Background: an optimization exercise with open tools, aiming at small area and a short achievable clock period. Do not read the settings as production practice.
The RTL was checked by simulation tests, not by an equivalence proof against the original design.

### flow/flow/run.sh
#!/bin/bash
# Layout flow: the standard ORFS flow (standard.sh) with
#  - a stronger, area-oriented ABC script in synthesis (flow/abc_area.script,
#    without ABC's own buffering and sizing, left to the placer's repair;
#    used through a copy of the ORFS scripts folder; nothing else changes),
#  - plain buffers (buf_1) as the port buffers,
#  - CTS with clkbuf_16 in clusters of up to 30 flip-flops and no dummy loads,
#  - repair_timing asked for a larger setup margin, so that it also speeds up
#    the combinational history read path (history_raddr -> history_dout).
# Each tool's output goes to the ORFS logs under orfs/logs; make's to flow_run.log.
set -euo pipefail
W=$PWD
rm -rf "$W/scripts_own"
cp -r "$FLOW_HOME/scripts" "$W/scripts_own"
cp "$W/flow/abc_area.script" "$W/scripts_own/abc_area.script"
export BUFFER_PORTS_ARGS="-buffer_cell sky130_fd_sc_hd__buf_1"
export CTS_ARGS="-sink_clustering_enable -repair_clock_nets -buf_list sky130_fd_sc_hd__clkbuf_16 -dont_use_dummy_load -sink_clustering_size 30 -sink_clustering_max_diameter 120"
export SETUP_SLACK_MARGIN=26.1
bash standard.sh SCRIPTS_DIR="$W/scripts_own" ABC_AREA=1 finish > "$W/flow_run.log" 2>&1
### flow/flow/abc_area.script
strash
&get -n
&deepsyn -T 120
&put
dch
amap -F 3
topo
### flow/standard.sh
#!/bin/bash
# synth_recipe.tcl (not shown) runs the flow's synth.tcl, then flattens the netlist and writes it again
# the make line also repeats each setting of config.mk as NAME=value (left out here)
make -C /OpenROAD-flow-scripts/flow DESIGN_CONFIG=/design/flow/config.mk WORK_HOME=/design/flow/orfs CLKGATE_MAP_FILE= SYNTH_SCRIPT=/design/flow/synth_recipe.tcl "${@:-finish}"
### flow/config.mk
export PLATFORM = sky130hd
export DESIGN_NAME = system
export DESIGN_NICKNAME = system
export VERILOG_FILES = /design/flow/design.v
export SDC_FILE = /design/flow/constraint.sdc
export NUM_CORES = 4
export LEC_CHECK = 0
export CAP_MARGIN = 20
export CORE_MARGIN = 2
export CORE_UTILIZATION = 40
export SLEW_MARGIN = 20
### flow/constraint.sdc
create_clock -name core_clock -period 48.0 [get_ports {clk}]
set_input_delay 9.6000 -clock core_clock [delete_from_list [all_inputs] [get_ports {clk}]]
set_output_delay 9.6000 -clock core_clock [all_outputs]
set_load 0.01 [all_outputs]
### flow/design.v
module keyboard_filter(input key_ready,
                       input make,
                       input ext,
                       input [7:0] key_input,
                       output key_ok,
                       output [4:0] letter);
    wire key_inside_range = (ext == 0) && (key_input >= "A" && key_input <= "Z");
    assign key_ok = key_inside_range && (make == 0) && key_ready;
    wire [4:0] k = key_input[4:0];
    assign letter = {k[4] ^ ~|k[3:0], k[3] ^ ~|k[2:0], k[2] ^ ~|k[1:0], k[1] ^ ~k[0], ~k[0]};
endmodule
module machine_controller (input clk,
                           input reset,
                           input key_ok,
                           input [4:0] letter,
                           output reg [4:0] befor,
                           output reg [4:0] after,
                           output reg save_history,
                           output reg [4:0] shift0,
                           output reg [4:0] shift1,
                           output reg [4:0] shift2,
                           output reg [2:0] type0,
                           output reg [2:0] type1,
                           output reg [2:0] type2,
                           input increase_shift_or_type,
                           input increase0,
                           input increase1,
                           input increase2);
    reg [1:0] save_next_counter;
    reg [4:0] x;                  
    wire [4:0] next_x, result;
    rotor rotor(.slot(save_next_counter), .letter(letter), .x(x),
                .shift0(shift0), .shift1(shift1), .shift2(shift2),
                .type0(type0), .type1(type1), .type2(type2),
                .next_x(next_x), .result(result));
    function [4:0] inc26(input [4:0] s);
        inc26 = (s[4] & s[3] & s[0]) ? 5'd0 :
                {s[4] ^ &s[3:0], s[3] ^ &s[2:0], s[2] ^ &s[1:0], s[1] ^ s[0], ~s[0]};
    endfunction
    function [2:0] inc5(input [2:0] t);
        inc5 = t[2] ? 3'd0 : {t[1] & t[0], t[1] ^ t[0], ~t[0]};
    endfunction
    always @(posedge clk)
        x <= next_x;
    always @(posedge clk) begin
        if (reset) begin
            befor             <= 0;
            after             <= 0;
            shift0            <= 0;
            shift1            <= 0;
            shift2            <= 0;
            type0             <= 0;
            type1             <= 0;
            type2             <= 0;
            save_history      <= 0;
            save_next_counter <= 0;
        end
        else if (save_next_counter == 2'b11) begin
            after             <= result;
            save_next_counter <= 0;
            save_history      <= 1;
            if (shift0 == 25 && shift1 == 25)
                shift2 <= inc26(shift2);
            if (shift0 == 25)
                shift1 <= inc26(shift1);
            shift0 <= inc26(shift0);
        end
        else if (save_next_counter != 2'b00) begin
            save_next_counter <= {save_next_counter[1] ^ save_next_counter[0], ~save_next_counter[0]};
        end
        else begin
            save_history <= 0;
            if (key_ok) begin
                befor             <= letter;
                save_next_counter <= 2'b01;
            end
            else if (increase_shift_or_type == 0) begin
                if (increase0) shift0 <= inc26(shift0);
                if (increase1) shift1 <= inc26(shift1);
                if (increase2) shift2 <= inc26(shift2);
            end
            else begin
                if (increase0) type0 <= inc5(type0);
                if (increase1) type1 <= inc5(type1);
                if (increase2) type2 <= inc5(type2);
            end
        end
    end
endmodule
module rotor_u1 (input dir, input [2:0] rtype, input [4:0] idx, output reg [4:0] dout);
    wire [2:0] t = rtype[2] ? 3'd4 : {1'b0, rtype[1:0]};
    always @(*)
        case ({dir, t, idx})
            9'd0: dout = 5'd4;
            9'd1: dout = 5'd10;
            9'd2: dout = 5'd12;
            9'd3: dout = 5'd5;
            9'd4: dout = 5'd11;
            9'd5: dout = 5'd6;
            9'd6: dout = 5'd3;
            9'd7: dout = 5'd16;
            9'd8: dout = 5'd21;
            9'd9: dout = 5'd25;
            9'd10: dout = 5'd13;
            9'd11: dout = 5'd19;
            9'd12: dout = 5'd14;
            9'd13: dout = 5'd22;
            9'd14: dout = 5'd24;
            9'd15: dout = 5'd7;
            9'd16: dout = 5'd23;
            9'd17: dout = 5'd20;
            9'd18: dout = 5'd18;
            9'd19: dout = 5'd15;
            9'd20: dout = 5'd0;
            9'd21: dout = 5'd8;
            9'd22: dout = 5'd1;
            9'd23: dout = 5'd17;
            9'd24: dout = 5'd2;
            9'd25: dout = 5'd9;
            9'd32: dout = 5'd0;
            9'd33: dout = 5'd9;
            9'd34: dout = 5'd3;
            9'd35: dout = 5'd10;
            9'd36: dout = 5'd18;
            9'd37: dout = 5'd8;
            9'd38: dout = 5'd17;
            9'd39: dout = 5'd20;
            9'd40: dout = 5'd23;
            9'd41: dout = 5'd1;
            9'd42: dout = 5'd11;
            9'd43: dout = 5'd7;
            9'd44: dout = 5'd22;
            9'd45: dout = 5'd19;
            9'd46: dout = 5'd12;
            9'd47: dout = 5'd2;
            9'd48: dout = 5'd16;
            9'd49: dout = 5'd6;
            9'd50: dout = 5'd25;
            9'd51: dout = 5'd13;
            9'd52: dout = 5'd15;
            9'd53: dout = 5'd24;
            9'd54: dout = 5'd5;
            9'd55: dout = 5'd21;
            9'd56: dout = 5'd14;
            9'd57: dout = 5'd4;
            9'd64: dout = 5'd1;
            9'd65: dout = 5'd3;
            9'd66: dout = 5'd5;
            9'd67: dout = 5'd7;
            9'd68: dout = 5'd9;
            9'd69: dout = 5'd11;
            9'd70: dout = 5'd2;
            9'd71: dout = 5'd15;
            9'd72: dout = 5'd17;
            9'd73: dout = 5'd19;
            9'd74: dout = 5'd23;
            9'd75: dout = 5'd21;
            9'd76: dout = 5'd25;
            9'd77: dout = 5'd13;
            9'd78: dout = 5'd24;
            9'd79: dout = 5'd4;
            9'd80: dout = 5'd8;
            9'd81: dout = 5'd22;
            9'd82: dout = 5'd6;
            9'd83: dout = 5'd0;
            9'd84: dout = 5'd10;
            9'd85: dout = 5'd12;
            9'd86: dout = 5'd20;
            9'd87: dout = 5'd18;
            9'd88: dout = 5'd16;
            9'd89: dout = 5'd14;
            9'd96: dout = 5'd4;
            9'd97: dout = 5'd18;
            9'd98: dout = 5'd14;
            9'd99: dout = 5'd21;
            9'd100: dout = 5'd15;
            9'd101: dout = 5'd25;
            9'd102: dout = 5'd9;
            9'd103: dout = 5'd0;
            9'd104: dout = 5'd24;
            9'd105: dout = 5'd16;
            9'd106: dout = 5'd20;
            9'd107: dout = 5'd8;
            9'd108: dout = 5'd17;
            9'd109: dout = 5'd7;
            9'd110: dout = 5'd23;
            9'd111: dout = 5'd11;
            9'd112: dout = 5'd13;
            9'd113: dout = 5'd5;
            9'd114: dout = 5'd19;
            9'd115: dout = 5'd6;
            9'd116: dout = 5'd10;
            9'd117: dout = 5'd3;
            9'd118: dout = 5'd2;
            9'd119: dout = 5'd12;
            9'd120: dout = 5'd22;
            9'd121: dout = 5'd1;
            9'd128: dout = 5'd21;
            9'd129: dout = 5'd25;
            9'd130: dout = 5'd1;
            9'd131: dout = 5'd17;
            9'd132: dout = 5'd6;
            9'd133: dout = 5'd8;
            9'd134: dout = 5'd19;
            9'd135: dout = 5'd24;
            9'd136: dout = 5'd20;
            9'd137: dout = 5'd15;
            9'd138: dout = 5'd18;
            9'd139: dout = 5'd3;
            9'd140: dout = 5'd13;
            9'd141: dout = 5'd7;
            9'd142: dout = 5'd11;
            9'd143: dout = 5'd23;
            9'd144: dout = 5'd0;
            9'd145: dout = 5'd22;
            9'd146: dout = 5'd12;
            9'd147: dout = 5'd9;
            9'd148: dout = 5'd16;
            9'd149: dout = 5'd14;
            9'd150: dout = 5'd5;
            9'd151: dout = 5'd4;
            9'd152: dout = 5'd2;
            9'd153: dout = 5'd10;
            9'd256: dout = 5'd5;
            9'd257: dout = 5'd3;
            9'd258: dout = 5'd1;
            9'd259: dout = 5'd19;
            9'd260: dout = 5'd25;
            9'd261: dout = 5'd22;
            9'd262: dout = 5'd20;
            9'd263: dout = 5'd10;
            9'd264: dout = 5'd4;
            9'd265: dout = 5'd0;
            9'd266: dout = 5'd24;
            9'd267: dout = 5'd21;
            9'd268: dout = 5'd23;
            9'd269: dout = 5'd15;
            9'd270: dout = 5'd13;
            9'd271: dout = 5'd6;
            9'd272: dout = 5'd18;
            9'd273: dout = 5'd2;
            9'd274: dout = 5'd7;
            9'd275: dout = 5'd14;
            9'd276: dout = 5'd8;
            9'd277: dout = 5'd17;
            9'd278: dout = 5'd12;
            9'd279: dout = 5'd9;
            9'd280: dout = 5'd11;
            9'd281: dout = 5'd16;
            9'd288: dout = 5'd25;
            9'd289: dout = 5'd16;
            9'd290: dout = 5'd10;
            9'd291: dout = 5'd23;
            9'd292: dout = 5'd0;
            9'd293: dout = 5'd3;
            9'd294: dout = 5'd8;
            9'd295: dout = 5'd14;
            9'd296: dout = 5'd20;
            9'd297: dout = 5'd24;
            9'd298: dout = 5'd22;
            9'd299: dout = 5'd15;
            9'd300: dout = 5'd11;
            9'd301: dout = 5'd6;
            9'd302: dout = 5'd1;
            9'd303: dout = 5'd5;
            9'd304: dout = 5'd9;
            9'd305: dout = 5'd19;
            9'd306: dout = 5'd21;
            9'd307: dout = 5'd12;
            9'd308: dout = 5'd18;
            9'd309: dout = 5'd2;
            9'd310: dout = 5'd13;
            9'd311: dout = 5'd17;
            9'd312: dout = 5'd4;
            9'd313: dout = 5'd7;
            9'd320: dout = 5'd6;
            9'd321: dout = 5'd25;
            9'd322: dout = 5'd19;
            9'd323: dout = 5'd24;
            9'd324: dout = 5'd10;
            9'd325: dout = 5'd23;
            9'd326: dout = 5'd7;
            9'd327: dout = 5'd22;
            9'd328: dout = 5'd9;
            9'd329: dout = 5'd21;
            9'd330: dout = 5'd5;
            9'd331: dout = 5'd20;
            9'd332: dout = 5'd4;
            9'd333: dout = 5'd12;
            9'd334: dout = 5'd0;
            9'd335: dout = 5'd18;
            9'd336: dout = 5'd1;
            9'd337: dout = 5'd17;
            9'd338: dout = 5'd2;
            9'd339: dout = 5'd16;
            9'd340: dout = 5'd3;
            9'd341: dout = 5'd14;
            9'd342: dout = 5'd8;
            9'd343: dout = 5'd15;
            9'd344: dout = 5'd11;
            9'd345: dout = 5'd13;
            9'd352: dout = 5'd18;
            9'd353: dout = 5'd0;
            9'd354: dout = 5'd3;
            9'd355: dout = 5'd4;
            9'd356: dout = 5'd25;
            9'd357: dout = 5'd8;
            9'd358: dout = 5'd6;
            9'd359: dout = 5'd12;
            9'd360: dout = 5'd14;
            9'd361: dout = 5'd19;
            9'd362: dout = 5'd5;
            9'd363: dout = 5'd10;
            9'd364: dout = 5'd2;
            9'd365: dout = 5'd9;
            9'd366: dout = 5'd23;
            9'd367: dout = 5'd21;
            9'd368: dout = 5'd16;
            9'd369: dout = 5'd13;
            9'd370: dout = 5'd24;
            9'd371: dout = 5'd7;
            9'd372: dout = 5'd15;
            9'd373: dout = 5'd22;
            9'd374: dout = 5'd1;
            9'd375: dout = 5'd11;
            9'd376: dout = 5'd17;
            9'd377: dout = 5'd20;
            9'd384: dout = 5'd9;
            9'd385: dout = 5'd23;
            9'd386: dout = 5'd1;
            9'd387: dout = 5'd14;
            9'd388: dout = 5'd2;
            9'd389: dout = 5'd3;
            9'd390: dout = 5'd21;
            9'd391: dout = 5'd12;
            9'd392: dout = 5'd20;
            9'd393: dout = 5'd6;
            9'd394: dout = 5'd0;
            9'd395: dout = 5'd11;
            9'd396: dout = 5'd7;
            9'd397: dout = 5'd13;
            9'd398: dout = 5'd4;
            9'd399: dout = 5'd16;
            9'd400: dout = 5'd5;
            9'd401: dout = 5'd22;
            9'd402: dout = 5'd15;
            9'd403: dout = 5'd19;
            9'd404: dout = 5'd17;
            9'd405: dout = 5'd25;
            9'd406: dout = 5'd8;
            9'd407: dout = 5'd10;
            9'd408: dout = 5'd18;
            9'd409: dout = 5'd24;
            default: dout = 5'd0;
        endcase
endmodule
module rotor_u2 (input dir, input [2:0] rtype, input [4:0] idx, output reg [4:0] dout);
    wire [2:0] t = rtype[2] ? 3'd4 : {1'b0, rtype[1:0]};
    always @(*)
        case ({dir, t, idx})
            9'd0: dout = 5'd9;
            9'd1: dout = 5'd14;
            9'd2: dout = 5'd16;
            9'd3: dout = 5'd13;
            9'd4: dout = 5'd8;
            9'd5: dout = 5'd17;
            9'd6: dout = 5'd11;
            9'd7: dout = 5'd18;
            9'd8: dout = 5'd23;
            9'd9: dout = 5'd7;
            9'd10: dout = 5'd19;
            9'd11: dout = 5'd12;
            9'd12: dout = 5'd10;
            9'd13: dout = 5'd2;
            9'd14: dout = 5'd4;
            9'd15: dout = 5'd1;
            9'd16: dout = 5'd25;
            9'd17: dout = 5'd21;
            9'd18: dout = 5'd15;
            9'd19: dout = 5'd5;
            9'd20: dout = 5'd3;
            9'd21: dout = 5'd0;
            9'd22: dout = 5'd6;
            9'd23: dout = 5'd24;
            9'd24: dout = 5'd22;
            9'd25: dout = 5'd20;
            9'd32: dout = 5'd18;
            9'd33: dout = 5'd21;
            9'd34: dout = 5'd8;
            9'd35: dout = 5'd12;
            9'd36: dout = 5'd23;
            9'd37: dout = 5'd7;
            9'd38: dout = 5'd13;
            9'd39: dout = 5'd4;
            9'd40: dout = 5'd6;
            9'd41: dout = 5'd16;
            9'd42: dout = 5'd20;
            9'd43: dout = 5'd24;
            9'd44: dout = 5'd19;
            9'd45: dout = 5'd14;
            9'd46: dout = 5'd10;
            9'd47: dout = 5'd3;
            9'd48: dout = 5'd1;
            9'd49: dout = 5'd5;
            9'd50: dout = 5'd11;
            9'd51: dout = 5'd17;
            9'd52: dout = 5'd22;
            9'd53: dout = 5'd25;
            9'd54: dout = 5'd2;
            9'd55: dout = 5'd15;
            9'd56: dout = 5'd9;
            9'd57: dout = 5'd0;
            9'd64: dout = 5'd12;
            9'd65: dout = 5'd14;
            9'd66: dout = 5'd10;
            9'd67: dout = 5'd17;
            9'd68: dout = 5'd11;
            9'd69: dout = 5'd22;
            9'd70: dout = 5'd9;
            9'd71: dout = 5'd23;
            9'd72: dout = 5'd8;
            9'd73: dout = 5'd24;
            9'd74: dout = 5'd7;
            9'd75: dout = 5'd25;
            9'd76: dout = 5'd13;
            9'd77: dout = 5'd21;
            9'd78: dout = 5'd5;
            9'd79: dout = 5'd20;
            9'd80: dout = 5'd4;
            9'd81: dout = 5'd16;
            9'd82: dout = 5'd3;
            9'd83: dout = 5'd18;
            9'd84: dout = 5'd2;
            9'd85: dout = 5'd15;
            9'd86: dout = 5'd1;
            9'd87: dout = 5'd6;
            9'd88: dout = 5'd0;
            9'd89: dout = 5'd19;
            9'd96: dout = 5'd5;
            9'd97: dout = 5'd8;
            9'd98: dout = 5'd14;
            9'd99: dout = 5'd24;
            9'd100: dout = 5'd3;
            9'd101: dout = 5'd10;
            9'd102: dout = 5'd18;
            9'd103: dout = 5'd1;
            9'd104: dout = 5'd12;
            9'd105: dout = 5'd9;
            9'd106: dout = 5'd4;
            9'd107: dout = 5'd2;
            9'd108: dout = 5'd16;
            9'd109: dout = 5'd23;
            9'd110: dout = 5'd15;
            9'd111: dout = 5'd20;
            9'd112: dout = 5'd6;
            9'd113: dout = 5'd11;
            9'd114: dout = 5'd13;
            9'd115: dout = 5'd19;
            9'd116: dout = 5'd17;
            9'd117: dout = 5'd0;
            9'd118: dout = 5'd21;
            9'd119: dout = 5'd22;
            9'd120: dout = 5'd25;
            9'd121: dout = 5'd7;
            9'd128: dout = 5'd1;
            9'd129: dout = 5'd7;
            9'd130: dout = 5'd15;
            9'd131: dout = 5'd17;
            9'd132: dout = 5'd0;
            9'd133: dout = 5'd8;
            9'd134: dout = 5'd6;
            9'd135: dout = 5'd10;
            9'd136: dout = 5'd3;
            9'd137: dout = 5'd20;
            9'd138: dout = 5'd9;
            9'd139: dout = 5'd21;
            9'd140: dout = 5'd12;
            9'd141: dout = 5'd18;
            9'd142: dout = 5'd14;
            9'd143: dout = 5'd25;
            9'd144: dout = 5'd19;
            9'd145: dout = 5'd5;
            9'd146: dout = 5'd13;
            9'd147: dout = 5'd4;
            9'd148: dout = 5'd22;
            9'd149: dout = 5'd23;
            9'd150: dout = 5'd11;
            9'd151: dout = 5'd24;
            9'd152: dout = 5'd2;
            9'd153: dout = 5'd16;
            default: dout = 5'd0;
        endcase
endmodule
module rotor (input [1:0] slot,
              input [4:0] letter,
              input [4:0] x,
              input [4:0] shift0, input [4:0] shift1, input [4:0] shift2,
              input [2:0] type0, input [2:0] type1, input [2:0] type2,
              output [4:0] next_x,
              output [4:0] result);
    function [4:0] add26(input [4:0] a, input [4:0] b);
        reg [5:0] s;
        reg [4:0] m;
        reg c;
        integer i;
        begin
            c = 1'b0;
            for (i = 0; i < 5; i = i + 1) begin
                s[i] = a[i] ^ b[i] ^ c;
                c = (a[i] & b[i]) | (c & (a[i] ^ b[i]));
            end
            s[5] = c;
            c = 1'b0;
            for (i = 0; i < 5; i = i + 1) begin
                m[i] = s[i] ^ (6'b100110 >> i) & 1'b1 ^ c;
                c = (s[i] & ((6'b100110 >> i) & 1'b1)) | (c & (s[i] ^ ((6'b100110 >> i) & 1'b1)));
            end
            add26 = (s[5] | (s[4] & s[3] & (s[2] | s[1]))) ? m : s[4:0];
        end
    endfunction
    function [4:0] neg26(input [4:0] v);
        reg [4:0] r;
        reg c;
        integer i;
        begin
            c = 1'b0;
            for (i = 0; i < 5; i = i + 1) begin
                r[i] = ~v[i] ^ ((5'd27 >> i) & 1'b1) ^ c;
                c = (~v[i] & ((5'd27 >> i) & 1'b1)) | (c & (~v[i] ^ ((5'd27 >> i) & 1'b1)));
            end
            neg26 = r;
        end
    endfunction
    wire p0 = (slot == 2'd0);
    wire p3 = (slot == 2'd3);
    wire [4:0] a1 = p0 ? letter : x;
    reg  [4:0] d1;
    reg  [2:0] t1;
    always @(*)
        case (slot)
            2'd0: begin d1 = shift0;          t1 = type0; end
            2'd1: begin d1 = shift1;          t1 = type1; end
            2'd2: begin d1 = shift2;          t1 = type2; end
            2'd3: begin d1 = neg26(shift2);  t1 = type1; end
        endcase
    wire [4:0] o1;
    rotor_u1 u1(.dir(p3), .rtype(t1), .idx(add26(a1, d1)), .dout(o1));
    wire [4:0] o2;
    rotor_u2 u2(.dir(1'b0), .rtype(p3 ? type0 : type2), .idx(add26(o1, p3 ? shift1 : 5'd0)), .dout(o2));
    assign next_x = slot[1] ? o2 : o1;
    assign result = add26(o2, neg26(shift0));
endmodule
module history_keeper (input clk,
                       input reset,
                       input save_history,
                       input [4:0] befor,
                       input [4:0] after,
                       output [4:0] waddr,
                       output reg we,
                       output reg [4:0] dout);
    parameter WAIT       = 2'h0;
    parameter SAVE       = 2'h1;
    parameter CLEAR_NEXT = 2'h2;
    parameter CLEAR_ALL  = 2'h3;
    reg [1:0] state, next_state;
    reg [4:0] index, next_index;
    reg [4:0] to_save, next_to_save;
    wire [4:0] index_plus_1 = {index[4] ^ &index[3:0], index[3] ^ &index[2:0], index[2] ^ &index[1:0], index[1] ^ index[0], ~index[0]};
    assign waddr = index;
    always @(posedge clk)
        if (reset) begin
            state   <= CLEAR_ALL;
            index   <= 0;
        end
        else begin
            state   <= next_state;
            index   <= next_index;
        end
    always @(posedge clk)
        to_save <= next_to_save;
    always @(*) begin
        we           = 1'b1;
        dout         = 5'd0;
        next_state   = state;
        next_index   = index;
        next_to_save = (state == WAIT) ? befor : after;
        case (state)
            WAIT: begin
                we = 1'b0;
                if (save_history)
                    next_state = SAVE;
            end
            SAVE: begin
                dout = {to_save[4] ^ &to_save[3:0], to_save[3] ^ &to_save[2:0], to_save[2] ^ &to_save[1:0], to_save[1] ^ to_save[0], ~to_save[0]};
                if (index[4] == 0)
                    next_index = {1'b1, index[3:0]};
                else begin
                    next_state = CLEAR_NEXT;
                    next_index = {1'b0, index_plus_1[3:0]};
                end
            end
            CLEAR_NEXT: begin
                if (index[4] == 0)
                    next_index = {1'b1, index[3:0]};
                else begin
                    next_state = WAIT;
                    next_index = {1'b0, index[3:0]};
                end
            end
            CLEAR_ALL: begin
                next_index = index_plus_1;
                if (index == 5'h1f)
                    next_state = WAIT;
            end
        endcase
    end
endmodule
module history_ram (input clk,
                    input [4:0] raddr,
                    input [4:0] din,
                    input [4:0] waddr,
                    input we,
                    output [7:0] dout);
    reg [4:0] m [0:31];
    always @(posedge clk)
        if (we)
            m[waddr] <= din;
    wire [3:0] dlo = 4'b0001 << raddr[1:0];
    wire [7:0] dhi = 8'b00000001 << raddr[4:2];
    reg  [4:0] e;
    integer i;
    always @(*) begin
        e = 5'd0;
        for (i = 0; i < 32; i = i + 1)
            e = e | ({5{dlo[i % 4] & dhi[i / 4]}} & m[i]);
    end
    wire letter = |e;
    assign dout = {1'b0, letter, ~letter, e};
endmodule
module system(input clk,
              input reset,
              input key_ready,
              input make,
              input ext,
              input [7:0] key_input,
              output [4:0] befor,
              output [4:0] after,
              output [4:0] shift0,
              output [4:0] shift1,
              output [4:0] shift2,
              output [2:0] type0,
              output [2:0] type1,
              output [2:0] type2,
              input increase_shift_or_type,
              input increase0,
              input increase1,
              input increase2,
              input [4:0] history_raddr,
              output [7:0] history_dout);
    wire key_ok;
    wire [4:0] letter;
    wire save_history;
    wire [4:0] history_din;
    wire [4:0] history_waddr;
    wire history_we;
    keyboard_filter keyboard_filter(
        .key_ready(key_ready),
        .make(make),
        .ext(ext),
        .key_input(key_input),
        .key_ok(key_ok),
        .letter(letter)
    );
    machine_controller machine_controller(
        .clk(clk),
        .reset(reset),
        .key_ok(key_ok),
        .letter(letter),
        .befor(befor),
        .after(after),
        .save_history(save_history),
        .shift0(shift0),
        .shift1(shift1),
        .shift2(shift2),
        .type0(type0),
        .type1(type1),
        .type2(type2),
        .increase_shift_or_type(increase_shift_or_type),
        .increase0(increase0),
        .increase1(increase1),
        .increase2(increase2)
    );
    history_keeper history_keeper(
        .clk(clk),
        .reset(reset),
        .save_history(save_history),
        .befor(befor),
        .after(after),
        .dout(history_din),
        .waddr(history_waddr),
        .we(history_we)
    );
    history_ram history_ram(
        .clk(clk),
        .raddr(history_raddr),
        .dout(history_dout),
        .waddr(history_waddr),
        .we(history_we),
        .din(history_din)
    );
endmodule
==> metrics.csv, run 1 <==
metric;value;unit
antenna_left;0;
holdPathStages;2;
initialDrtViolationCount;1584;
first_pass_iters;6;
drive_gt1_share;6.24;%
antenna_cells;0;
skew;88.4;ps
hold_class;reg -> reg;
synth_area_leader_cell;edfxtp_1;
drc;0;
synthesis.nets;1358;
setup_viol;0;
clock_tree.root_cell;clkbuf_16;
port_buffers;62;
num_io_pins;64;
place_ws;23780;ps
finalCriticalPeriod;21810;ps
coreArea;29600;µm²
hpwlAfterDp;33600;µm
wl_per_cell;25.5;µm
stdcell_count;1736;
placedCellCount;1721;
synth_cell_types;52;
ys_top_cells_by_area;edfxtp_1 (40%), dfxtp_1 (9.0%), nor2_1 (7.4%);
postPlaceCellArea;12800;µm²
fin_crit_sh;45.4;%
crit_start;history_raddr[3];
fp.dieW;177;µm
synthFlopType;edfxtp_1;
cp.required;38400;ps
drv_cap;0;
hold_start;machine_controller.after[3]$_SDFFE_PP0N_;
clock_latency;490;ps
cts_tree;done;
mostFrequentLayoutCell;nor2_1;
outcome;timing/DRC/antenna clean;
endpoint_kind;output port;
via_per_inst;6.35;
avgSynthCellArea;9.54;µm²
syn-instance-count;1255;
antenna_found_initial;1;
rsz0062_at_grt;false;
syn_area;12000;µm²
syn2layout_area_growth;11.5;%
max_slew_margin;37.5;%
reg2reg_slack;33920;ps
cts_max_level;1;
arrival;12210;ps
setup_slack;26190;ps
setup_tns;0;ps
nFillCells;2898;
synth_warnings;6;
wl;44200;µm
worstMarginPinSlew;938;ps
synth.top_cell.area_share;40.1;%
cp-start-kind;input pin;
synth_edf_count;160;
clk_path_buf_depth;3;
final_nets;1451;
path_class;in -> out;
die_y;177;µm
r2r_end;machine_controller.after[2]$_SDFFE_PP0N_;
die-area;31300;µm²
clock_sinks;214;
path_clk_slew;110;ps
maxSlewViolCount;0;
finalInstanceArea;13300;µm²
r2r-start;machine_controller.save_next_counter[1]$_SDFFE_PP0P_;
grt_overflow;0;
ys_seq_elements;214;
seq_area_frac_synth;49.2;%
finalWeightedCongestion;1.05;
max_freq;45.8;MHz
start_util;40.5;%
worstHoldEndpoint;history_keeper.to_save[3]$_DFF_P_;
grt.total_usage;28.1;%
grt_pass1_wl;66300;µm
layout_common_cells;nor2_1 (228), edfxtp_1 (160), clkinv_1 (134), nand2_1 (79), o21ai_0 (70);
dr_total_vias;11000;
grt_pass1_vias;10600;
grt_max_degree;33;
rr_worst_depth;52;
hold_viol_final;0;
std_cell_rows;63;
final_core_utilization;45.2;%
cts_made_buffers;12;
crit_path_max_fanout;5;
synthArstFlopShare;0;%
cell families (layout without fill, tap and decap cells):
logic type | after synthesis | after routing | synth area share (%)
adders and majority gates | 81 | 81 | 9.22
other | 1 | 1 | 0.0313
and+or+nand+nor | 461 | 461 | 16.9
buffers and inverters | 156 | 247 | 4.95
xor gates and xnor gates | 1 | 1 | 0.0732
DFF | 214 | 214 | 49.2
AOI/OAI and AO/OA | 341 | 341 | 19.6
flip-flops by register name (all words and copies together), names as in the netlist:
signal                                cells
history_keeper.index                      5
history_keeper.state                      2
history_keeper.to_save                    5
history_ram.m                           160
machine_controller.after                  5
machine_controller.befor                  5
machine_controller.save_history           1
machine_controller.save_next_counter      2
machine_controller.shift0                 5
machine_controller.shift1                 5
machine_controller.shift2                 5
machine_controller.type0                  3
machine_controller.type1                  3
machine_controller.type2                  3
machine_controller.x                      5
layout make-up:
type / instances / area [µm²] / share of cell area, %
clock buffers: 12 / 300 / 2.25
multi-input cells: 885 / 5680 / 42.6
repair buffers: 81 / 382 / 2.86
inverters: 154 / 609 / 4.57
well taps: 390 / 488 / 3.66
flip-flops and latches: 214 / 5890 / 44.1
metal layers:
metal,up-vias,track usage (%),wire length (µm)
met4,2,9.71,1890
met3,132,3.99,3510
met1,5310,36.7,17600
met5,-,0,19
li1,4918,-,-
met2,670,47.8,21200
repair_timing:
action	in CTS	in global routing
endpoints found under the hold margin	0	0
setup buffers	0	3
setup endpoints to repair	4	6
pin swaps	0	7
gates resized for setup	20	42
hold buffers	0	0
worst max-delay path, stage by stage:
cell and delay, ps:
clkbuf_2 140, clkinv_1 120, nand3_1 160, nor2_1 160
a222oi_1 720, nand4_1 310, or4_4 610, nor3_2 200
clkinv_1 80, buf_1 120
cell usage after synthesis, types with 4 or more instances:
master	count
nor2_1	236
a22o_1	8
a211oi_1	8
a222oi_1	23
a22oi_1	49
a2111oi_0	8
nor4_1	20
o22ai_1	52
nor3_1	38
a31oi_1	15
nand3_1	32
nand2_1	82
dfxtp_1	54
o32ai_1	4
ha_1	69
or4_1	8
edfxtp_1	160
a221oi_1	6
nand4_1	24
or3_1	9
a21oi_1	46
clkinv_1	154
o21ai_0	71
or2_0	4
o32a_1	5
o21a_1	5
o221ai_1	14
fa_1	12
how the worst max path moves through the flow:
stage                                               endpoint  slack [ps]  cells after the start
floorplan           machine_controller.after[2]$_SDFFE_PP0N_       26340                     55
global placement    machine_controller.after[2]$_SDFFE_PP0N_       23850                     57
detailed placement  machine_controller.after[2]$_SDFFE_PP0N_       23780                     57
CTS                 machine_controller.after[2]$_SDFFE_PP0N_       26120                     58
global route                                 history_dout[6]       26080                     10
finish                                       history_dout[6]       26190                     10
through the flow:
step                hold WS (ps)
floorplan                    469
global placement             480
detailed placement           486
CTS                          501
global route                 521
finish                       501
==> run 2: changes to the inputs <==
--- a/flow/flow/run.sh
+++ b/flow/flow/run.sh
@@ -4,7 +4,7 @@
 #    without ABC's own buffering and sizing, left to the placer's repair;
 #    used through a copy of the ORFS scripts folder; nothing else changes),
 #  - plain buffers (buf_1) as the port buffers,
-#  - CTS with clkbuf_16 in clusters of up to 30 flip-flops and no dummy loads,
+#  - CTS with clkbuf_16 in clusters of up to 30 flip-flops within 120 um and no dummy loads,
 #  - repair_timing asked for a larger setup margin, so that it also speeds up
 #    the combinational history read path (history_raddr -> history_dout).
 # Each tool's output goes to the ORFS logs under orfs/logs; make's to flow_run.log.
==> run 2 against run 1 <==
Core utilization unchanged. Synthesized area unchanged. Final cell count unchanged. Via count unchanged. Critical path type unchanged. Global-route usage unchanged. Highest routed layer unchanged.
==> metrics.csv, run 2 <==
metric;value;unit
synthAdderAreaFrac;9.22;%
start_util;40.5;%
synth_xor_area_share;0.0732;%
mostFrequentLayoutCell;nor2_1;
antenna_cells;0;
syn2layout_area_growth;11.5;%
wl_per_cell;25.5;µm
synth_cell_types;52;
ys_seq_elements;214;
cts_hold_buf;0;
cp.required;38400;ps
clk_path_buf_depth;3;
layout_common_cells;nor2_1 (228), edfxtp_1 (160), clkinv_1 (134), nand2_1 (79), o21ai_0 (70);
clock_tree.root_cell;clkbuf_16;
grt.total_usage;28.1;%
worstMarginPinSlew;938;ps
wl;44200;µm
maxSlewViolCount;0;
syn-instance-count;1255;
via_per_inst;6.35;
setup_tns;0;ps
seq_area_frac_synth;49.2;%
grt_overflow;0;
place_ws;23780;ps
rr_worst_depth;52;
synth_top_family_by_area;compound AO/OA/AOI/OAI gates;
synth.top_cell.area_share;40.1;%
synthArstFlopShare;0;%
avgSynthCellArea;9.54;µm²
drive_gt1_share;6.24;%
coreArea;29600;µm²
hold_class;reg -> reg;
synth-compound-area-share;19.6;%
finalWeightedCongestion;1.05;
drc;0;
rsz0062_at_grt;false;
antenna_found_initial;1;
placedCellCount;1721;
arrival;12210;ps
antenna_left;0;
fp.dieW;177;µm
max_slew_margin;37.5;%
path_clk_slew;110;ps
muxShareOfSynthArea;0;%
path_class;in -> out;
fin_crit_sh;45.4;%
finalCriticalPeriod;21810;ps
clock_sinks;214;
die_y;177;µm
synth_edf_count;160;
num_io_pins;64;
endpoint_kind;output port;
ys_top_cells_by_area;edfxtp_1 (40%), dfxtp_1 (9.0%), nor2_1 (7.4%);
grt_pass1_wl;66300;µm
skew;88.4;ps
first_pass_iters;6;
max_freq;45.8;MHz
outcome;timing/DRC/antenna clean;
crit_path_max_fanout;5;
initialDrtViolationCount;1584;
grt_max_degree;33;
holdPathStages;2;
dr_total_vias;11000;
die-area;31300;µm²
cts_tree;done;
synth_area_leader_cell;edfxtp_1;
synthFlopType;edfxtp_1;
hold_viol_final;0;
cts_made_buffers;12;
nFillCells;2898;
stdcell_count;1736;
cp-start-kind;input pin;
hpwlAfterDp;33600;µm
synthesis.nets;1358;
regMostFlops;history_ram.m;
setup_slack;26190;ps
setup_viol;0;
synth_most_common_cell;nor2_1;
clock_latency;490;ps
synth_commonest_cells;nor2_1 (236), edfxtp_1 (160), clkinv_1 (154);
final_nets;1451;
port_buffers;62;
synth-simple-area-share;16.9;%
final_core_utilization;45.2;%
synth_warnings;6;
cts_max_level;1;
syn_area;12000;µm²
std_cell_rows;63;
largest_reg_flops;160;
grt_pass1_vias;10600;
drv_cap;0;
[run 2: cell counts after synthesis]
No cell type changed its count.
[run 2: stage by stage]
step	cell area, µm²	hold slack, ps
2_1_floorplan	12000	469
4_1_cts	13200	501
5_1_grt	13300	521
3_3_place_gp	12800	480
3_5_place_dp	12800	486
6_report	13300	501
[run 2: repair_timing]
action                     4_1_cts  5_1_grt
setup endpoints to repair        4        6
setup buffers                    0        3
pin swaps                        0        7
resized for setup               20       42
[run 2: logic make-up (layout without fill, tap and decap cells)]
family          after synthesis  after routing
flops                       214            214
other cells                   1              1
compound gates              341            341
fa+ha+maj                    81             81
simple gates                461            461
xor+xnor                      1              1
buf+inv                     156            247
[run 2: worst max-delay path, stage by stage]
cell	delay, ps
clkbuf_2	140
clkinv_1	120
nand3_1	160
nor2_1	160
a222oi_1	720
nand4_1	310
or4_4	610
nor3_2	200
clkinv_1	80
buf_1	120
[run 2: per-layer routing]
layer	track usage, %	routed length [µm]	up-vias
li1	-	-	4918
met1	36.7	17600	5310
met2	47.8	21200	670
met3	3.99	3510	132
met4	9.71	1890	2
met5	0	19	-
[run 2: area by class of cell]
| class | count | area, µm² | area share, % |
|---|---|---|---|
| Sequential cell | 214 | 5890 | 44.1 |
| Multi-Input combinational cell | 885 | 5680 | 42.6 |
| Tap cell | 390 | 488 | 3.66 |
| Timing Repair Buffer | 81 | 382 | 2.86 |
| Clock buffer | 12 | 300 | 2.25 |
| Inverter | 154 | 609 | 4.57 |
[run 2: path summary, 6_finish.rpt]
kind / start / to / slack [ps]
max: history_raddr[3] / history_dout[6] / 26190
min reg2reg: machine_controller.after[3]$_SDFFE_PP0N_ / history_keeper.to_save[3]$_DFF_P_ / 500
min: machine_controller.after[3]$_SDFFE_PP0N_ / history_keeper.to_save[3]$_DFF_P_ / 500
max reg2reg: machine_controller.save_next_counter[1]$_SDFFE_PP0P_ / machine_controller.after[2]$_SDFFE_PP0N_ / 33920
==> run 3: changes to the inputs <==
--- a/flow/flow/run.sh
+++ b/flow/flow/run.sh
@@ -1,7 +1,9 @@
 #!/bin/bash
 # Layout flow: the standard ORFS flow (standard.sh) with
 #  - a stronger, area-oriented ABC script in synthesis (flow/abc_area.script,
-#    without ABC's own buffering and sizing, left to the placer's repair;
+#    without ABC's own buffering and sizing, left to the placer's repair,
+#    and with no adder-cell mapping (ADDER_MAP_FILE empty), so that all the
+#    arithmetic goes through ABC with the rest of the logic;
 #    used through a copy of the ORFS scripts folder; nothing else changes),
 #  - plain buffers (buf_1) as the port buffers,
 #  - CTS with clkbuf_16 in clusters of up to 30 flip-flops within 120 um and no dummy loads,
@@ -16,4 +18,4 @@
 export BUFFER_PORTS_ARGS="-buffer_cell sky130_fd_sc_hd__buf_1"
 export CTS_ARGS="-sink_clustering_enable -repair_clock_nets -buf_list sky130_fd_sc_hd__clkbuf_16 -dont_use_dummy_load -sink_clustering_size 30 -sink_clustering_max_diameter 120"
 export SETUP_SLACK_MARGIN=26.1
-bash standard.sh SCRIPTS_DIR="$W/scripts_own" ABC_AREA=1 finish > "$W/flow_run.log" 2>&1
+bash standard.sh SCRIPTS_DIR="$W/scripts_own" ABC_AREA=1 ADDER_MAP_FILE= finish > "$W/flow_run.log" 2>&1
==> run 3 against run 2 <==
Sequential share of layout area rose by 2.8 points. Still clean. Final cell count fell by 5.0%. First-iteration DRC count fell by 14%. Hold slack got worse by 14 ps. Highest routed layer is now met4. Wire length fell by 11%. Core utilization rose by 1.2 points. Via count fell by 4.7%.
==> metrics.csv, run 3 <==
metric;value;unit
antenna_found_initial;0;
die_y;170;µm
largest_reg_flops;160;
drive_gt1_share;9.17;%
finalWeightedCongestion;1.05;
first_pass_iters;8;
dr_total_vias;10500;
cts_made_buffers;11;
synth_most_common_cell;nor2_1;
setup_slack;26240;ps
synth_xor_area_share;0;%
syn-instance-count;1204;
avgSynthCellArea;9.17;µm²
setup_viol;0;
cts_hold_buf;0;
maxSlewViolCount;0;
place_ws;25900;ps
reg2reg_slack;34110;ps
synth-simple-area-share;18.5;%
holdWs;487;ps
endpoint_kind;output port;
clk_path_buf_depth;3;
start_util;40.8;%
wl_met3;3350;µm
synth_commonest_cells;nor2_1 (296), edfxtp_1 (160), clkinv_1 (114);
synth_edf_count;160;
hold_class;reg -> reg;
ys_top_cells_by_area;edfxtp_1 (44%), nor2_1 (10%), dfxtp_1 (9.8%);
regMostFlops;history_ram.m;
synthArstFlopShare;0;%
finalCriticalPeriod;21760;ps
layout_common_cells;nor2_1 (273), edfxtp_1 (160), clkinv_1 (103), o21ai_0 (88), nand2_1 (65);
cts_max_level;1;
synth.top_cell.area_share;43.5;%
wl_per_cell;23.8;µm
clock_sinks;214;
antenna_left;0;
coreArea;27000;µm²
seq_area_frac_synth;53.3;%
outcome;timing/DRC/antenna clean;
cts_tree;done;
grt_overflow;0;
synth-compound-area-share;24.1;%
clock_tree.root_cell;clkbuf_16;
wl;39300;µm
initialDrtViolationCount;1363;
synth_cell_types;46;
dr_wl_met2;18200;µm
fin_crit_sh;45.3;%
rsz0062_at_grt;true;
hold_viol_final;0;
cp.required;38400;ps
path_class;in -> out;
synth_area_leader_cell;edfxtp_1;
die-area;28900;µm²
syn_area;11000;µm²
postPlaceCellArea;11900;µm²
syn2layout_area_growth;13.6;%
cp-start-kind;input pin;
port_buffers;62;
synth_top_family_by_area;compound AO/OA/AOI/OAI gates;
setup_tns;0;ps
drc;0;
std_cell_rows;60;
hpwlAfterDp;28700;µm
dr.max_layer_used;met4;
final_nets;1332;
mostFrequentLayoutCell;nor2_1;
wl_met1;16100;µm
via_per_inst;6.38;
max_freq;45.9;MHz
grt_pass1_vias;9403;
grt_pass1_wl;58000;µm
fp.dieW;170;µm
crit_path_max_fanout;5;
drv_cap;0;
arrival;12160;ps
finalInstanceArea;12500;µm²
clock_latency;490;ps
placedCellCount;1627;
worstMarginPinSlew;811;ps
ys_seq_elements;214;
antenna_cells;0;
synthFlopType;edfxtp_1;
synthAdderAreaFrac;0;%
grt.total_usage;26.3;%
path_clk_slew;120;ps
max_slew_margin;45.9;%
synth_warnings;6;
skew;53.1;ps
num_io_pins;64;
stdcell_count;1649;
synthesis.nets;1226;
grt_max_degree;33;
muxShareOfSynthArea;0;%
-- run 3: cell types whose count changed in the layout (fill, tap and decap cells not counted), sizes merged, moves of 11 or more --
cell    change
a21oi      +19
fa         -12
o22ai      -22
ha         -69
nor3       +11
o21ai      +27
nor4       -18
nand2      -13
nor2       +60
clkinv     -34
nand3      -13
buf        +11
-- run 3: cell families (layout without fill, tap and decap cells) --
kind of cell    count (synthesis)  in the layout
simple gates                  484            484
buf+inv                       116            219
compound gates                389            390
flops                         214            214
other cells                     1              1
-- run 3: worst paths after layout --
| kind | startpoint | endpoint | depth (start not counted) |
|---|---|---|---|
| setup / recovery | history_raddr[1] | history_dout[6] | 11 |
| hold / removal | machine_controller.save_history$_SDFFE_PP0P_ | machine_controller.save_history$_SDFFE_PP0P_ | 2 |
| setup reg to reg | machine_controller.save_next_counter[1]$_SDFFE_PP0P_ | machine_controller.after[2]$_SDFFE_PP0N_ | 74 |
| hold reg to reg | machine_controller.save_history$_SDFFE_PP0P_ | machine_controller.save_history$_SDFFE_PP0P_ | 2 |
-- run 3: layout make-up --
| type | count | area [µm²] |
|---|---|---|
| flip-flops and latches | 214 | 5890 |
| clock buffers | 11 | 275 |
| fillers | 2618 | 14500 |
| multi-input cells | 875 | 5010 |
| inverters | 114 | 448 |
| well taps | 341 | 427 |
| repair buffers | 94 | 493 |
-- run 3: worst max-delay path, cell delays in order --
cell and delay [ps]:
clkbuf_2 170, clkinv_2 120, nand3_2 120, nor2_2 90
a222oi_1 530, nand3_1 190, or4_4 590, or3_1 400
nor3_2 150, clkinv_1 80, buf_1 120
-- run 3: what timing repair did --
item,in CTS,in global routing
setup endpoints to repair,2,6
pin swaps,3,7
setup buffers,0,9
cloned,0,2
resized for setup,10,82
-- run 3: metrics by stage --
stage               utilization [%]
global route                   46.4
global placement               43.9
floorplan                         -
detailed placement             43.9
finish                         46.4
CTS                            45.1
-- run 3: layer usage --
layer,GRT usage [%],vias to the layer above
met5,0,-
met4,8.62,0
met3,3.26,120
met2,43.7,607
met1,35.9,5021
li1,-,4767
==> run 4: changes to the inputs <==
--- a/flow/flow/run.sh
+++ b/flow/flow/run.sh
@@ -17,5 +17,5 @@
 cp "$W/flow/abc_area.script" "$W/scripts_own/abc_area.script"
 export BUFFER_PORTS_ARGS="-buffer_cell sky130_fd_sc_hd__buf_1"
 export CTS_ARGS="-sink_clustering_enable -repair_clock_nets -buf_list sky130_fd_sc_hd__clkbuf_16 -dont_use_dummy_load -sink_clustering_size 30 -sink_clustering_max_diameter 120"
-export SETUP_SLACK_MARGIN=26.1
+export SETUP_SLACK_MARGIN=0
 bash standard.sh SCRIPTS_DIR="$W/scripts_own" ABC_AREA=1 ADDER_MAP_FILE= finish > "$W/flow_run.log" 2>&1
==> run 4 against run 3 <==
Still clean on timing, DRC and antenna. Hold slack improved by 3.6 ps. Critical path depth up 1. Synthesized area unchanged. Register-to-register slack got worse by 1000 ps. Via count down 0.80%. Core utilization shrank 1.4 points. First-iteration DRC count increased by 2.6%. Design area decreased by 3.1%. Clock skew decreased by 3.1 ps. Critical path type unchanged.
==> metrics.csv, run 4 <==
metric;value;unit
outcome;timing/DRC/antenna clean;
setup_slack;25930;ps
finalWeightedCongestion;1.05;
drive_gt1_share;3.01;%
avgSynthCellArea;9.17;µm²
grt_overflow;0;
synthesis.nets;1226;
synth_commonest_cells;nor2_1 (296), edfxtp_1 (160), clkinv_1 (114);
std_cell_rows;60;
max_freq;45.3;MHz
hold_class;reg -> reg;
antenna_found_initial;0;
mostFrequentLayoutCell;nor2_1;
wl_per_cell;23.6;µm
multiInputGateArea;4740;µm²
critical_path.cell_chain;buf_1 -> clkinv_1 -> nand3_1 -> nor2_1 -> a22o_1 -> a221oi_1 -> nand3_1 -> or4_1 -> or3_1 -> nor3_1 -> clkinv_1 -> buf_1;
grt_pass1_vias;9376;
critPathSlowestCell;or4_1;
syn_area;11000;µm²
endpoint_kind;output port;
layout_common_cells;nor2_1 (295), edfxtp_1 (160), clkinv_1 (114), o21ai_0 (97), nand2_1 (69);
clock_sinks;214;
synth_warnings;6;
syn-instance-count;1204;
post_cts_buffers;0;
first_pass_iters;7;
path_buf_inv;4;
grt.total_usage;26.3;%
cts_hold_buf;0;
place_ws;25900;ps
regMostFlops;history_ram.m;
hpwlAfterDp;28700;µm
num_io_pins;64;
crit_path_max_fanout;5;
synth_cell_types;46;
rsz0062_at_grt;false;
dr_total_vias;10400;
syn2layout_area_growth;10.1;%
synthFlopType;edfxtp_1;
clock_tree.root_cell;clkbuf_16;
clk_path_buf_depth;3;
maxSlewViolCount;0;
antenna_cells;0;
via_per_inst;6.37;
cts_tree;done;
skew;50.1;ps
worstMarginPinSlew;872;ps
setup_tns;0;ps
final_nets;1321;
cts_resized;0;
antenna_left;0;
path_class;in -> out;
fin_crit_sh;46.0;%
drc;0;
synth_most_common_cell;nor2_1;
start_util;40.8;%
crit_family;simple AND/OR/NAND/NOR gates;
synthArstFlopShare;0;%
die_y;170;µm
nFillCells;2638;
ys_top_cells_by_area;edfxtp_1 (44%), nor2_1 (10%), dfxtp_1 (9.8%);
initialDrtViolationCount;1398;
ff_latch_area;5890;µm²
synth.top_cell.area_share;43.5;%
cts_max_level;1;
finalInstanceArea;12200;µm²
fp.dieW;170;µm
synth_edf_count;160;
setup_viol;0;
clock_latency;490;ps
grt_pass1_wl;58000;µm
seq_area_frac_synth;53.3;%
cts_made_buffers;11;
synth_area_leader_cell;edfxtp_1;
ys_seq_elements;214;
wl;38600;µm
cp.required;38400;ps
cp-start-kind;input pin;
die-area;28900;µm²
path_clk_slew;120;ps
coreArea;27000;µm²
finalCriticalPeriod;22070;ps
max_slew_margin;41.9;%
port_buffers;62;
arrival;12470;ps
largest_reg_flops;160;
postPlaceCellArea;11900;µm²
cpPeakStageDelay;590;ps
drv_cap;0;
hold_viol_final;0;
grt_max_degree;33;
[run 4: final cells by class]
cell class              instances  share of cell area (%)
repair buffers                 84                    3.27
inverters                     114                    3.52
flip-flops and latches        214                    48.4
well taps                     341                    3.51
clock buffers                  11                    2.27
multi-input cells             874                    39.0
[run 4: worst min-delay path, delay by kind of cell, from the launching register on]
kind            cells  cell delay (ps)
flops               1              320
compound gates      1               60
buf+inv             1               70
[run 4: layer usage]
layer	global-route usage, %	up-vias	wire (µm)
met2	43.6	630	17900
met4	8.62	0	1410
met5	0	-	0
met1	35.9	4950	16000
li1	-	4752	-
met3	3.28	99	3340
[run 4: logic make-up (layout without fill, tap and decap cells)]
family,after synthesis,after routing,synth area share [%]
AND/OR/NAND/NOR,484,484,18.5
AO/OA/AOI/OAI,389,389,24.1
other,1,1,0.0340
flip-flops,214,214,53.3
buffers and inverters,116,209,4.01
[run 4: worst paths after layout]
kind | startpoint | endpoint | slack (ps) | cells after the start
setup / recovery | history_raddr[0] | history_dout[6] | 25930 | 12
hold / removal | machine_controller.save_history$_SDFFE_PP0P_ | machine_controller.save_history$_SDFFE_PP0P_ | 490 | 2
setup reg to reg | machine_controller.save_next_counter[1]$_SDFFE_PP0P_ | machine_controller.after[2]$_SDFFE_PP0N_ | 33080 | 72
hold reg to reg | machine_controller.save_history$_SDFFE_PP0P_ | machine_controller.save_history$_SDFFE_PP0P_ | 490 | 2
[run 4: metrics by stage]
stage                     cells  utilization [%]  hold WS (ps)
after detailed placement   1627             43.9           481
after global placement     1627             43.9           474
after global routing       1638             45.0           526
after floorplan            1204                -           422
after CTS                  1638             45.0           498
final                      1638             45.0           490
==> run 5: changes to the inputs <==
==> flow/flow/run.sh (replaced) <==
#!/bin/bash
# Layout flow: the standard ORFS flow (standard.sh) with
#  - a stronger, area-oriented ABC script in synthesis (flow/abc_area.script,
#    without ABC's own buffering and sizing, left to the placer's repair,
#    and with no adder-cell mapping (ADDER_MAP_FILE empty), so that all the
#    arithmetic goes through ABC with the rest of the logic;
#    used through a copy of the ORFS scripts folder; nothing else changes),
#  - plain buffers (buf_1) as the port buffers,
#  - CTS with clkbuf_16 in clusters of up to 30 flip-flops and no dummy loads,
#  - repair_timing asked for a larger setup margin, so that it also speeds up
#    the combinational history read path (history_raddr -> history_dout).
# Each tool's output goes to the ORFS logs under orfs/logs; make's to flow_run.log.
set -euo pipefail
W=$PWD
rm -rf "$W/scripts_own"
cp -r "$FLOW_HOME/scripts" "$W/scripts_own"
cp "$W/flow/abc_area.script" "$W/scripts_own/abc_area.script"
export BUFFER_PORTS_ARGS="-buffer_cell sky130_fd_sc_hd__buf_1"
export CTS_ARGS="-sink_clustering_enable -repair_clock_nets -buf_list sky130_fd_sc_hd__clkbuf_16 -dont_use_dummy_load -sink_clustering_size 30 -sink_clustering_max_diameter 80"
export SETUP_SLACK_MARGIN=0
bash standard.sh SCRIPTS_DIR="$W/scripts_own" ABC_AREA=1 ADDER_MAP_FILE= finish > "$W/flow_run.log" 2>&1
==> run 5 against run 4 <==
Via count down 0.38%. Fmax up 0.10%. Critical endpoint unchanged. Still clean on timing, DRC and antenna. First-iteration DRC count up 4.3%.
==> metrics.csv, run 5 <==
metric;value;unit
setup_tns;0;ps
synth_cell_types;46;
setup_viol;0;
die-area;28900;µm²
dr_total_vias;10400;
clock_tree.root_cell;clkbuf_16;
final_core_utilization;45.1;%
mostFrequentLayoutCell;nor2_1;
fin_crit_sh;45.9;%
cpPeakStageDelay;590;ps
post_cts_buffers;0;
synth_most_common_cell;nor2_1;
initialDrtViolationCount;1458;
critPathSlowestCell;or4_1;
ys_top_cells_by_area;edfxtp_1 (44%), nor2_1 (10%), dfxtp_1 (9.8%);
wl_met3;3020;µm
endpoint_kind;output port;
port_buffers;62;
rsz0062_at_grt;false;
cts_max_level;1;
antenna_found_initial;0;
drive_gt1_share;3.16;%
coreArea;27000;µm²
max_slew_margin;42.7;%
cp.required;38400;ps
path_clk_slew;110;ps
cts_hold_buf;0;
synth_warnings;6;
worstMarginPinSlew;860;ps
critical_path.cell_chain;buf_1 -> clkinv_1 -> nand3_1 -> nor2_1 -> a22o_1 -> a221oi_1 -> nand3_1 -> or4_1 -> or3_1 -> nor3_1 -> clkinv_1 -> buf_1;
largest_reg_flops;160;
wl;38600;µm
die_y;170;µm
synth_commonest_cells;nor2_1 (296), edfxtp_1 (160), clkinv_1 (114);
grt_overflow;0;
synthFlopType;edfxtp_1;
arrival;12450;ps
grt_pass1_wl;58100;µm
clock_latency;490;ps
layout_common_cells;nor2_1 (295), edfxtp_1 (160), clkinv_1 (114), o21ai_0 (97), nand2_1 (69);
clk_path_buf_depth;3;
cts_tree;done;
grt_max_degree;33;
skew;79.2;ps
first_pass_iters;6;
antenna_left;0;
outcome;timing/DRC/antenna clean;
wl_per_cell;23.5;µm
path_buf_inv;4;
path_class;in -> out;
syn_area;11000;µm²
avgSynthCellArea;9.17;µm²
synthesis.nets;1226;
hpwlAfterDp;28700;µm
synthArstFlopShare;0;%
seq_area_frac_synth;53.3;%
grt.total_usage;26.3;%
final_nets;1323;
hold_class;reg -> reg;
via_per_inst;6.34;
ys_seq_elements;214;
clock_sinks;214;
maxSlewViolCount;0;
regMostFlops;history_ram.m;
dr.max_layer_used;met4;
finalWeightedCongestion;1.05;
grt_pass1_vias;9441;
cts_resized;0;
num_io_pins;64;
syn2layout_area_growth;10.5;%
finalInstanceArea;12200;µm²
dr_wl_met2;17800;µm
std_cell_rows;60;
fp.dieW;170;µm
finalCriticalPeriod;22050;ps
drv_cap;0;
postPlaceCellArea;11900;µm²
crit_family;simple AND/OR/NAND/NOR gates;
antenna_cells;0;
hold_viol_final;0;
synth_area_leader_cell;edfxtp_1;
syn-instance-count;1204;
crit_path_max_fanout;5;
cp-start-kind;input pin;
cts_made_buffers;13;
max_freq;45.4;MHz
stdcell_count;1640;
synth_edf_count;160;
drc;0;
wl_met1;16300;µm
start_util;40.8;%
synth.top_cell.area_share;43.5;%
placedCellCount;1627;
==> run 5: cells by family (layout without fill, tap and decap cells) <==
group | Yosys count | after routing | share of synthesized area, %
AOI/OAI and AO/OA | 389 | 389 | 24.1
buffers and inverters | 116 | 211 | 4.01
DFF | 214 | 214 | 53.3
other | 1 | 1 | 0.0340
and+or+nand+nor | 484 | 484 | 18.5
==> run 5: cell type report <==
cell class	count	area, µm²
fill	2635	14800
sequential	214	5890
timing repair buffer	84	398
tap	341	427
clock buffer	13	325
multi-input combinational	874	4740
inverter	114	428
==> run 5: layer usage <==
| metal | GRT usage [%] | vias up |
|---|---|---|
| met3 | 3.30 | 85 |
| met2 | 43.6 | 584 |
| met1 | 36.0 | 4961 |
| met5 | 0 | - |
| li1 | - | 4761 |
| met4 | 8.29 | 0 |
==> run 5: worst min-delay path, stage by stage (launching register included) <==
cell	delay (ps)
dfxtp_1	310
clkinv_1	70
a211oi_1	60
==> run 5: worst paths after layout <==
check	cells past startpoint	to	slack, ps	startpoint
hold reg to reg	2	machine_controller.save_history$_SDFFE_PP0P_	490	machine_controller.save_history$_SDFFE_PP0P_
setup / recovery	12	history_dout[6]	25950	history_raddr[0]
setup reg to reg	74	machine_controller.after[2]$_SDFFE_PP0N_	33170	machine_controller.save_next_counter[1]$_SDFFE_PP0P_
hold / removal	2	machine_controller.save_history$_SDFFE_PP0P_	490	machine_controller.save_history$_SDFFE_PP0P_
==> run 5: through the flow <==
| step | setup WS (ps) | hold slack [ps] |
|---|---|---|
| 2_1_floorplan | 26450 | 422 |
| 3_3_place_gp | 25840 | 474 |
| 3_5_place_dp | 25900 | 481 |
| 4_1_cts | 25980 | 496 |
| 5_1_grt | 24580 | 524 |
| 6_report | 25950 | 486 |
==> run 6: changes to the inputs <==
--- a/flow/flow/run.sh
+++ b/flow/flow/run.sh
@@ -17,5 +17,5 @@
 cp "$W/flow/abc_area.script" "$W/scripts_own/abc_area.script"
 export BUFFER_PORTS_ARGS="-buffer_cell sky130_fd_sc_hd__buf_1"
 export CTS_ARGS="-sink_clustering_enable -repair_clock_nets -buf_list sky130_fd_sc_hd__clkbuf_16 -dont_use_dummy_load -sink_clustering_size 30 -sink_clustering_max_diameter 80"
-export SETUP_SLACK_MARGIN=0
+export SETUP_SLACK_MARGIN=25.8
 bash standard.sh SCRIPTS_DIR="$W/scripts_own" ABC_AREA=1 ADDER_MAP_FILE= finish > "$W/flow_run.log" 2>&1
==> run 6 against run 5 <==
Register-to-register slack improved by 730 ps. Design area increased by 1.7%. Synthesized cell count stayed put. Die area unchanged. Critical path depth decreased by 1. Critical endpoint unchanged.
==> metrics.csv, run 6 <==
metric;value;unit
clock_sinks;214;
clock_tree.root_cell;clkbuf_16;
arrival;12360;ps
synthesis.nets;1226;
hold_viol_final;0;
critPathSlowestCell;or4_1;
grt_pass1_wl;58100;µm
crit_path_max_fanout;5;
holdPathStages;2;
rr_worst_depth;74;
start_util;40.8;%
worstHoldEndpoint;machine_controller.save_history$_SDFFE_PP0P_;
cpPeakStageDelay;620;ps
initialDrtViolationCount;1391;
syn_area;11000;µm²
syn2layout_area_growth;12.4;%
outcome;timing/DRC/antenna clean;
grt.total_usage;26.3;%
cts_max_level;1;
avgSynthCellArea;9.17;µm²
regMostFlops;history_ram.m;
placedCellCount;1627;
path_buf_inv;4;
path_class;in -> out;
reg2reg_slack;33900;ps
final_nets;1330;
path_clk_slew;110;ps
cts_made_buffers;13;
synth_cell_types;46;
hold_start;machine_controller.save_history$_SDFFE_PP0P_;
num_io_pins;64;
std_cell_rows;60;
synth_warnings;6;
clk_path_buf_depth;3;
die-area;28900;µm²
largest_reg_flops;160;
r2r_end;machine_controller.after[2]$_SDFFE_PP0N_;
synth_edf_count;160;
skew;81.0;ps
seq_area_frac_synth;53.3;%
mostFrequentLayoutCell;nor2_1;
fin_crit_sh;45.7;%
drc;0;
hold_class;reg -> reg;
stdcell_count;1647;
fp.dieW;170;µm
drive_gt1_share;6.05;%
layout_common_cells;nor2_1 (284), edfxtp_1 (160), clkinv_1 (108), o21ai_0 (91), nand2_1 (69);
cts_tree;done;
crit_family;simple AND/OR/NAND/NOR gates;
finalInstanceArea;12400;µm²
clock_latency;490;ps
syn-instance-count;1204;
cp-start-kind;input pin;
setup_tns;0;ps
port_buffers;62;
hpwlAfterDp;28700;µm
via_per_inst;6.40;
dr_total_vias;10500;
ys_top_cells_by_area;edfxtp_1 (44%), nor2_1 (10%), dfxtp_1 (9.8%);
synth_area_leader_cell;edfxtp_1;
synth.top_cell.area_share;43.5;%
antenna_left;0;
synth_most_common_cell;nor2_1;
endpoint_kind;output port;
place_ws;25900;ps
critical_path.cell_chain;buf_1 -> clkinv_1 -> nand3_1 -> nor2_1 -> a222oi_1 -> nand3_1 -> or4_1 -> or3_1 -> nor3_2 -> clkinv_1 -> buf_1;
synth_commonest_cells;nor2_1 (296), edfxtp_1 (160), clkinv_1 (114);
finalCriticalPeriod;21960;ps
cp.required;38400;ps
postPlaceCellArea;11900;µm²
antenna_cells;0;
antenna_found_initial;0;
grt_pass1_vias;9441;
r2r-start;machine_controller.save_next_counter[1]$_SDFFE_PP0P_;
finalWeightedCongestion;1.05;
max_freq;45.5;MHz
setup_viol;0;
grt_max_degree;33;
synthArstFlopShare;0;%
rsz0062_at_grt;true;
grt_overflow;0;
wl;39100;µm
coreArea;27000;µm²
worstMarginPinSlew;811;ps
synthFlopType;edfxtp_1;
max_slew_margin;45.4;%
drv_cap;0;
setup_slack;26040;ps
wl_per_cell;23.7;µm
die_y;170;µm
ys_seq_elements;214;
maxSlewViolCount;0;
first_pass_iters;11;
-- run 6: per-stage QoR --
step / util, % / hold slack, ps
3_3_place_gp: 43.9 / 474
3_5_place_dp: 43.9 / 481
6_report: 45.9 / 486
5_1_grt: 45.9 / 524
4_1_cts: 45.1 / 496
2_1_floorplan: - / 422
-- run 6: worst reg2reg max path: cells and delay by family, from the launching register on --
| family | cells | cell delay (ps) |
|---|---|---|
| simple gates | 31 | 4330 |
| flops | 1 | 690 |
| compound gates | 31 | 6390 |
| buf+inv | 12 | 2660 |
-- run 6: metal layers --
layer  GRT usage, %  wire (µm)  vias up  share of wire (%)
li1               -          -     4782                  -
met1           36.0      16200     4999                 41
met2           43.6      18100      649                 46
met3           3.30       3320      104                8.5
met4           8.29       1480        0                3.8
met5              0          0        -                  0
-- run 6: cell type report --
type,instances,area (µm²)
Fill cell,2623,14600
Sequential cell,214,5890
Clock buffer,13,325
Tap cell,341,427
Timing Repair Buffer,90,457
Inverter,114,443
Multi-Input combinational cell,875,4870
-- run 6: cells by family (layout without fill, tap and decap cells) --
logic type             Yosys count  count (layout)  synth area share [%]
buffers and inverters          116             217                  4.01
flip-flops                     214             214                  53.3
other                            1               1                0.0340
AO/OA/AOI/OAI                  389             390                  24.1
AND/OR/NAND/NOR                484             484                  18.5
-- run 6: worst max-delay path by stage --
stage	start	to	slack (ps)	cells past startpoint
2_1_floorplan	history_raddr[0]	history_dout[6]	26450	11
3_3_place_gp	key_input[0]	machine_controller.after[2]$_SDFFE_PP0N_	25840	68
3_5_place_dp	key_input[0]	machine_controller.after[2]$_SDFFE_PP0N_	25900	76
4_1_cts	history_raddr[0]	history_dout[6]	25980	12
5_1_grt	key_input[0]	machine_controller.after[2]$_SDFFE_PP0N_	25600	73
6_report	history_raddr[1]	history_dout[6]	26040	11
-- run 6: what timing repair did --
item,CTS,global route
buffers inserted,0,5
setup endpoints to repair,0,6
resized for setup,0,43
endpoints found under the hold margin,0,0
hold buffers,0,0

## what the ideal ports hide
The results above use ideal ports. As a check the final layouts listed here were re-extracted and re-timed, cells and wires unchanged. Step 1 sets driving cells, clkbuf_16 on the clock port and buf_2 on the other inputs (assumed; they add their load-dependent delay and slew). Step 2 moves the port delays by t, midway between the first and last clock arrival at a register: inputs arrive t later, outputs are due t later. That takes back most of the time a late clock gives input paths. Three values: no drivers, after step 1, after step 2; two values: the first two.
run	t, ns	setup slack, ns	clock arrival spread, ns	worst register clock-pin slew, ns
run 1	0.494	26.188 / 26.156 / 26.104	0.094 / 0.094	0.11 / 0.11
run 2	0.494	26.188 / 26.156 / 26.104	0.094 / 0.094	0.11 / 0.11
run 3	0.512	26.236 / 26.210 / 26.210	0.054 / 0.053	0.12 / 0.12
run 4	0.510	25.928 / 25.906 / 25.457	0.050 / 0.050	0.12 / 0.12
run 5	0.500	25.951 / 25.929 / 25.455	0.084 / 0.084	0.11 / 0.11
run 6	0.498	26.040 / 26.014 / 26.014	0.083 / 0.083	0.11 / 0.11
After both steps setup and hold are still met in every run listed. For run 5, which loses most, drivers alone change the setup slack by -0.022 ns; drivers and shift together by -0.496 ns.
